Source: an optimization exercise on an open RTL-to-GDS flow (aim: small area, a short achievable clock period and few clock cycles per item). Production flows keep margins and buffers that such runs may drop. The RTL was checked by simulation tests, not by an equivalence proof against the original design.

==> 06-15: inputs <==
==> flow/design.v <==
module padder1(in, is_last, byte_num, out);
    input  [63:0] in;
    input         is_last;
    input  [2:0]  byte_num;
    output [63:0] out;
    genvar k;
    generate
      for (k = 0; k < 8; k = k + 1) begin : B
        wire keep = ~is_last | (byte_num > k);
        wire pad  = is_last & (byte_num == k);
        assign out[8*k +: 8] = (in[63-8*k -: 8] & {8{keep}}) | {7'b0, pad};
      end
    endgenerate
endmodule
module padder(clk, reset, in, in_ready, is_last, byte_num, buffer_full,
              out, lane_valid, ready_n, fin, f_busy, f_ack);
    input              clk, reset;
    input      [63:0]  in;
    input              in_ready, is_last;
    input      [2:0]   byte_num;
    output             buffer_full;
    output     [575:0] out;          
    output     [8:0]   lane_valid;   
    output             ready_n;      
    output reg         fin;        
    input              f_busy;       
    input              f_ack;        
    reg                ready;        
    reg        [575:0] buf_q;
    reg        [3:0]   wc;           
    wire       [3:0]   slot;
    wire       [63:0]  lane;
    wire               accept;
    assign buffer_full = fin | (ready & f_busy);
    assign accept      = in_ready & ~buffer_full;
    assign slot        = f_ack ? 4'd0 : wc;
    assign out         = buf_q;
    genvar j;
    generate
      for (j = 0; j < 9; j = j + 1) begin : L
        assign lane_valid[j] = (wc > j);
        always @ (posedge clk)
          if (accept && slot == j)
            buf_q[64*j +: 64] <= lane;
      end
    endgenerate
    padder1 p0 (in, is_last, byte_num, lane);
    always @ (posedge clk)
      if (reset)
        wc <= 0;
      else if (accept)
        wc <= slot + 1;
      else if (f_ack)
        wc <= 0;
    assign ready_n = ~reset & ((accept & (is_last | (slot == 8))) | (ready & ~f_ack));
    always @ (posedge clk)
      ready <= ready_n;
    always @ (posedge clk)
      if (reset)
        fin <= 0;
      else if (accept && is_last)
        fin <= 1;
endmodule
module rconst2in1(i, rc);
    input      [4:0]  i;
    output     [63:0] rc;
    reg        [6:0]  r;    
    always @ (*)
      case (i)
        5'd0:  r = 7'b0000001;   
        5'd1:  r = 7'b0011010;   
        5'd2:  r = 7'b1011110;   
        5'd3:  r = 7'b1110000;   
        5'd4:  r = 7'b0011111;   
        5'd5:  r = 7'b0100001;   
        5'd6:  r = 7'b1111001;   
        5'd7:  r = 7'b1010101;   
        5'd8:  r = 7'b0001110;   
        5'd9:  r = 7'b0001100;   
        5'd10: r = 7'b0110101;   
        5'd11: r = 7'b0100110;   
        5'd12: r = 7'b0111111;   
        5'd13: r = 7'b1001111;   
        5'd14: r = 7'b1011101;   
        5'd15: r = 7'b1010011;   
        5'd16: r = 7'b1010010;   
        5'd17: r = 7'b1001000;   
        5'd18: r = 7'b0010110;   
        5'd19: r = 7'b1100110;   
        5'd20: r = 7'b1111001;   
        5'd21: r = 7'b1011000;   
        5'd22: r = 7'b0100001;   
        5'd23: r = 7'b1110100;   
        default: r = 7'b0000000;
      endcase
    assign rc = {r[6], 31'b0, r[5], 15'b0, r[4], 7'b0, r[3], 3'b0, r[2], 1'b0, r[1], r[0]};
endmodule
module round2in1(in, m, rc, out);
    input  [1599:0] in;
    input  [575:0]  m;
    input  [63:0]   rc;
    output [1599:0] out;
    wire   [63:0]   pm[0:4];    
    wire   [63:0]   c[0:4];
    wire   [63:0]   d[0:4];
    wire   [63:0]   b[0:24];
    function integer rotc(input integer l);
        case (l)
           0: rotc =  0;  1: rotc =  1;  2: rotc = 62;  3: rotc = 28;  4: rotc = 27;
           5: rotc = 36;  6: rotc = 44;  7: rotc =  6;  8: rotc = 55;  9: rotc = 20;
          10: rotc =  3; 11: rotc = 10; 12: rotc = 43; 13: rotc = 25; 14: rotc = 39;
          15: rotc = 41; 16: rotc = 45; 17: rotc = 15; 18: rotc = 21; 19: rotc =  8;
          20: rotc = 18; 21: rotc =  2; 22: rotc = 61; 23: rotc = 56; 24: rotc = 14;
          default: rotc = 0;
        endcase
    endfunction
    genvar x, y;
    generate
      for (x = 0; x < 5; x = x + 1) begin : TC
        if (x < 4) begin : M2
          assign pm[x] = m[64*x +: 64] ^ m[64*(x+5) +: 64];
        end else begin : M1
          assign pm[x] = m[64*x +: 64];
        end
        assign c[x] = ((in[64*x +: 64] ^ in[64*(x+5) +: 64]) ^ (in[64*(x+10) +: 64]
                    ^ in[64*(x+15) +: 64])) ^ (in[64*(x+20) +: 64] ^ pm[x]);
      end
      for (x = 0; x < 5; x = x + 1) begin : TD
        assign d[x] = c[(x+4)%5] ^ {c[(x+1)%5][62:0], c[(x+1)%5][63]};
      end
      for (y = 0; y < 5; y = y + 1) begin : TY
        for (x = 0; x < 5; x = x + 1) begin : TX
          wire [63:0] a;
          if (5*y+x < 9) begin : AM
            assign a = in[64*(5*y+x) +: 64] ^ m[64*(5*y+x) +: 64];
          end else begin : AN
            assign a = in[64*(5*y+x) +: 64];
          end
          wire [63:0] t = a ^ d[x];
          if (rotc(5*y+x) == 0) begin : R0
            assign b[y + 5*((2*x+3*y)%5)] = t;
          end else begin : RN
            assign b[y + 5*((2*x+3*y)%5)] = {t[63-rotc(5*y+x):0], t[63:64-rotc(5*y+x)]};
          end
        end
      end
      for (y = 0; y < 5; y = y + 1) begin : CY
        for (x = 0; x < 5; x = x + 1) begin : CX
          if (x == 0 && y == 0) begin : IO
            assign out[0 +: 64] = b[0] ^ (~b[1] & b[2]) ^ rc;
          end else begin : CH
            assign out[64*(5*y+x) +: 64] = b[5*y+x] ^ (~b[5*y+(x+1)%5] & b[5*y+(x+2)%5]);
          end
        end
      end
    endgenerate
endmodule
module f_permutation(clk, reset, in, lane_valid, in_ready, in_final, ack, busy, out, out_ready);
    input               clk, reset;
    input      [575:0]  in;
    input      [8:0]    lane_valid;
    input               in_ready;    
    input               in_final;    
    output reg          ack;         
    output reg          busy;        
    output reg [1599:0] out;
    output reg          out_ready;
    reg        [4:0]    i;           
    reg                 last;        
    reg                 run, hold;   
    wire       [1599:0] round_out;
    wire       [575:0]  blk;
    wire       [63:0]   rc;
    wire                busy_n, ack_n;
    assign busy_n = ack | (busy & (i != 23));
    assign ack_n  = in_ready & ~busy_n;
    genvar j;
    generate
      for (j = 0; j < 9; j = j + 1) begin : M
        if (j == 8) begin : P
          assign blk[64*j +: 64] = (in[64*j +: 64] & {64{ack & lane_valid[j]}})
                                 ^ {ack & in_final, 63'b0};
        end else begin : D
          assign blk[64*j +: 64] = in[64*j +: 64] & {64{ack & lane_valid[j]}};
        end
      end
    endgenerate
    rconst2in1 rconst_ (i, rc);
    round2in1 round_ (out, blk, rc, round_out);
    always @ (posedge clk)
      out <= (round_out & {1600{run}}) | (out & {1600{hold}});
    always @ (posedge clk)
      begin
        run  <= ~reset & (ack_n | busy_n);
        hold <= ~reset & ~(ack_n | busy_n);
      end
    always @ (posedge clk)
      if (reset)
        ack <= 0;
      else
        ack <= ack_n;
    always @ (posedge clk)
      if (reset)
        i <= 0;
      else if (ack)
        i <= 1;
      else if (busy)
        i <= (i == 23) ? 5'd0 : i + 1;
    always @ (posedge clk)
      if (reset)
        busy <= 0;
      else
        busy <= busy_n;
    always @ (posedge clk)
      if (reset)
        last <= 0;
      else if (ack)
        last <= in_final;
    always @ (posedge clk)
      if (reset)
        out_ready <= 0;
      else if (busy && i == 23 && last)
        out_ready <= 1;
endmodule
module keccak(clk, reset, in, in_ready, is_last, byte_num, buffer_full, out, out_ready);
    input              clk, reset;
    input      [63:0]  in;
    input              in_ready, is_last;
    input      [2:0]   byte_num;
    output             buffer_full;
    output     [511:0] out;
    output             out_ready;
    wire       [575:0] blk;
    wire       [8:0]   lane_valid;
    wire               blk_ready, blk_final, f_ack, f_busy;
    wire      [1599:0] state;
    padder
      padder_ (clk, reset, in, in_ready, is_last, byte_num, buffer_full,
               blk, lane_valid, blk_ready, blk_final, f_busy, f_ack);
    f_permutation
      f_permutation_ (clk, reset, blk, lane_valid, blk_ready, blk_final, f_ack, f_busy,
                      state, out_ready);
    genvar w, b;
    generate
      for (w = 0; w < 8; w = w + 1) begin : L0
        for (b = 0; b < 8; b = b + 1) begin : L1
          assign out[511 - 64*w - 8*b -: 8] = state[64*w + 8*b +: 8];
        end
      end
    endgenerate
endmodule
==> flow/run.sh <==
#!/bin/bash
# synth_recipe.tcl (not shown) runs the flow's synth.tcl, then flattens the netlist and writes it again
# the make line also repeats each setting of config.mk as NAME=value (left out here)
make -C /OpenROAD-flow-scripts/flow DESIGN_CONFIG=/design/flow/config.mk WORK_HOME=/design/flow/orfs CLKGATE_MAP_FILE= SYNTH_SCRIPT=/design/flow/synth_recipe.tcl finish
==> flow/config.mk <==
export PLATFORM = sky130hd
export DESIGN_NAME = keccak
export DESIGN_NICKNAME = keccak
export VERILOG_FILES = /design/flow/design.v
export SDC_FILE = /design/flow/constraint.sdc
export NUM_CORES = 4
export LEC_CHECK = 0
export ABC_CLOCK_PERIOD_IN_PS = 4000
export CAP_MARGIN = 30
export CORE_MARGIN = 2
export CORE_UTILIZATION = 30
export GPL_ROUTABILITY_DRIVEN = 1
export GPL_TIMING_DRIVEN = 1
export PLACE_DENSITY = 0.45
export SETUP_SLACK_MARGIN = 5
export SLEW_MARGIN = 40
==> flow/constraint.sdc <==
create_clock -name core_clock -period 9.0 [get_ports {clk}]
set_input_delay 1.8000 -clock core_clock [delete_from_list [all_inputs] [get_ports {clk}]]
set_output_delay 1.8000 -clock core_clock [all_outputs]
set_load 0.01 [all_outputs]
==> 04-19 (differences from 06-15) <==
--- a/flow/design.v
+++ b/flow/design.v
@@ -14,5 +14,5 @@
 endmodule
 module padder(clk, reset, in, in_ready, is_last, byte_num, buffer_full,
-              out, lane_valid, ready_n, fin, f_busy, f_ack);
+              out, lane_valid_n, ready_n, fin_n, f_busy, f_ack);
     input              clk, reset;
     input      [63:0]  in;
@@ -21,10 +21,12 @@
     output             buffer_full;
     output     [575:0] out;          
-    output     [8:0]   lane_valid;   
+    output     [8:0]   lane_valid_n;  
     output             ready_n;      
-    output reg         fin;        
+    output             fin_n;        
     input              f_busy;       
     input              f_ack;        
     reg                ready;        
+    reg                fin;          
+    wire       [3:0]   wc_n;
     reg        [575:0] buf_q;
     reg        [3:0]   wc;           
@@ -39,5 +41,5 @@
     generate
       for (j = 0; j < 9; j = j + 1) begin : L
-        assign lane_valid[j] = (wc > j);
+        assign lane_valid_n[j] = (wc_n > j);
         always @ (posedge clk)
           if (accept && slot == j)
@@ -46,19 +48,13 @@
     endgenerate
     padder1 p0 (in, is_last, byte_num, lane);
-    always @ (posedge clk)
-      if (reset)
-        wc <= 0;
-      else if (accept)
-        wc <= slot + 1;
-      else if (f_ack)
-        wc <= 0;
+    assign wc_n = reset ? 4'd0 : accept ? slot + 4'd1 : f_ack ? 4'd0 : wc;
+    always @ (posedge clk)
+      wc <= wc_n;
     assign ready_n = ~reset & ((accept & (is_last | (slot == 8))) | (ready & ~f_ack));
     always @ (posedge clk)
       ready <= ready_n;
-    always @ (posedge clk)
-      if (reset)
-        fin <= 0;
-      else if (accept && is_last)
-        fin <= 1;
+    assign fin_n = ~reset & (fin | (accept & is_last));
+    always @ (posedge clk)
+      fin <= fin_n;
 endmodule
 module rconst2in1(i, rc);
@@ -156,10 +152,10 @@
     endgenerate
 endmodule
-module f_permutation(clk, reset, in, lane_valid, in_ready, in_final, ack, busy, out, out_ready);
+module f_permutation(clk, reset, in, lane_valid_n, in_ready, in_final_n, ack, busy, out, out_ready);
     input               clk, reset;
     input      [575:0]  in;
-    input      [8:0]    lane_valid;
+    input      [8:0]    lane_valid_n;  
     input               in_ready;    
-    input               in_final;    
+    input               in_final_n;  
     output reg          ack;         
     output reg          busy;        
@@ -169,4 +165,7 @@
     reg                 last;        
     reg                 run, hold;   
+    reg        [8:0]    am;          
+    reg                 pad;         
+    reg                 fin;         
     wire       [1599:0] round_out;
     wire       [575:0]  blk;
@@ -179,8 +178,7 @@
       for (j = 0; j < 9; j = j + 1) begin : M
         if (j == 8) begin : P
-          assign blk[64*j +: 64] = (in[64*j +: 64] & {64{ack & lane_valid[j]}})
-                                 ^ {ack & in_final, 63'b0};
+          assign blk[64*j +: 64] = (in[64*j +: 64] & {64{am[j]}}) ^ {pad, 63'b0};
         end else begin : D
-          assign blk[64*j +: 64] = in[64*j +: 64] & {64{ack & lane_valid[j]}};
+          assign blk[64*j +: 64] = in[64*j +: 64] & {64{am[j]}};
         end
       end
@@ -194,4 +192,10 @@
         run  <= ~reset & (ack_n | busy_n);
         hold <= ~reset & ~(ack_n | busy_n);
+      end
+    always @ (posedge clk)
+      begin
+        am  <= lane_valid_n & {9{~reset & ack_n}};
+        pad <= ~reset & ack_n & in_final_n;
+        fin <= in_final_n;
       end
     always @ (posedge clk)
@@ -216,5 +220,5 @@
         last <= 0;
       else if (ack)
-        last <= in_final;
+        last <= fin;
     always @ (posedge clk)
       if (reset)
@@ -232,12 +236,12 @@
     output             out_ready;
     wire       [575:0] blk;
-    wire       [8:0]   lane_valid;
+    wire       [8:0]   lane_valid_n;
     wire               blk_ready, blk_final, f_ack, f_busy;
     wire      [1599:0] state;
     padder
       padder_ (clk, reset, in, in_ready, is_last, byte_num, buffer_full,
-               blk, lane_valid, blk_ready, blk_final, f_busy, f_ack);
+               blk, lane_valid_n, blk_ready, blk_final, f_busy, f_ack);
     f_permutation
-      f_permutation_ (clk, reset, blk, lane_valid, blk_ready, blk_final, f_ack, f_busy,
+      f_permutation_ (clk, reset, blk, lane_valid_n, blk_ready, blk_final, f_ack, f_busy,
                       state, out_ready);
     genvar w, b;
==> flow/flow/run.sh (new file) <==
#!/bin/bash
# The standard layout, with two changes: the port buffers are buf_4 cells
# rather than the default pick, and timing repair may change a cell's
# footprint (so it can resize the port buffers too).
set -euo pipefail
bash standard.sh synth > synth.log 2>&1
sed -e 's#"\${@:-finish}"#MATCH_CELL_FOOTPRINT=0 "BUFFER_PORTS_ARGS=-buffer_cell sky130_fd_sc_hd__buf_4" "${@:-finish}"#' \
    standard.sh > layout.sh
grep -q 'MATCH_CELL_FOOTPRINT=0' layout.sh
bash layout.sh finish > layout.log 2>&1
test -s out/final.def
==> flow/standard.sh (new file) <==
#!/bin/bash
# synth_recipe.tcl (not shown) runs the flow's synth.tcl, then flattens the netlist and writes it again
# the make line also repeats each setting of config.mk as NAME=value (left out here)
make -C /OpenROAD-flow-scripts/flow DESIGN_CONFIG=/design/flow/config.mk WORK_HOME=/design/flow/orfs CLKGATE_MAP_FILE= SYNTH_SCRIPT=/design/flow/synth_recipe.tcl "${@:-finish}"
--- a/flow/config.mk
+++ b/flow/config.mk
@@ -9,8 +9,8 @@
 export CAP_MARGIN = 30
 export CORE_MARGIN = 2
-export CORE_UTILIZATION = 30
+export CORE_UTILIZATION = 25
 export GPL_ROUTABILITY_DRIVEN = 1
 export GPL_TIMING_DRIVEN = 1
-export PLACE_DENSITY = 0.45
+export PLACE_DENSITY = 0.35
 export SETUP_SLACK_MARGIN = 5
 export SLEW_MARGIN = 40
removed: flow/run.sh
==> metrics.md <==
| Metric | Value |
|---|---|
| Status | finished clean |
| Non-Clock Buffer Area Fraction | 0.0489 |
| Layout cell share with drive strength beyond 1 | 0.176 |
| Pin count of the biggest net entering global routing | 171 |
| DIE AREA | about 630000 µm² |
| Met3 routed WL | just over 100000 µm |
| DR vias/cell | slightly below 5 |
| Compound-Gate Fraction of Synth Area | 0.0544 |
| Placed cell count | about 22000 |
(the above is from 04-19)
==> metrics.md <==
| Metric | Value |
|---|---|
| Storage cell area | 50100 µm² |
| DR vias/cell | 6.52 |
| Status | finished clean |
| Non-Clock Buffer Area Fraction | 0.108 |
| Met3 routed WL | between 200000 and 250000 µm |
| Layout cell share with drive strength beyond 1 | 0.256 |
| Pin count of the biggest net entering global routing | 149 |
| Compound-Gate Fraction of Synth Area | 0.150 |
| CTS tree | done |
| DIE AREA | around 510000 µm² |
| CTS buffer count | between 300 and 400 |
| Placed cell count | 21600 |
(the above is from 06-15)
Testbench counts of 06-15, summed over its fixed seeds: cycles 22,651, messages 320.
Testbench counts of 04-19, summed over its fixed seeds: cycles 22,651, messages 320.

[port drivers added, routing unchanged]
Ports are ideal in the flow. The routed layouts listed here were re-timed in OpenROAD. Step 1: set_driving_cell puts a clkbuf_16 on clk and a buf_2 on each other input, an assumption about the parent block. Step 2, shift: input delay + t, output delay - t, t = (earliest + latest rising clock arrival at the registers) / 2. This alone moves slack from input paths to output paths. Three values: ideal ports, drivers, drivers and shift; two values: the first two.
run	t (ns)	setup slack, ns	latest minus earliest clock arrival (ns)	worst register clock-pin slew, ns
06-15	1.165	4.740 / 4.740 / 4.079	0.068 / 0.069	0.07 / 0.07
04-19	1.155	4.857 / 4.857 / 4.634	0.079 / 0.080	0.07 / 0.07
After both steps setup and hold are still met in every run listed. For 06-15, which loses most, drivers alone change the setup slack by 0.000 ns; drivers and shift together by -0.661 ns.
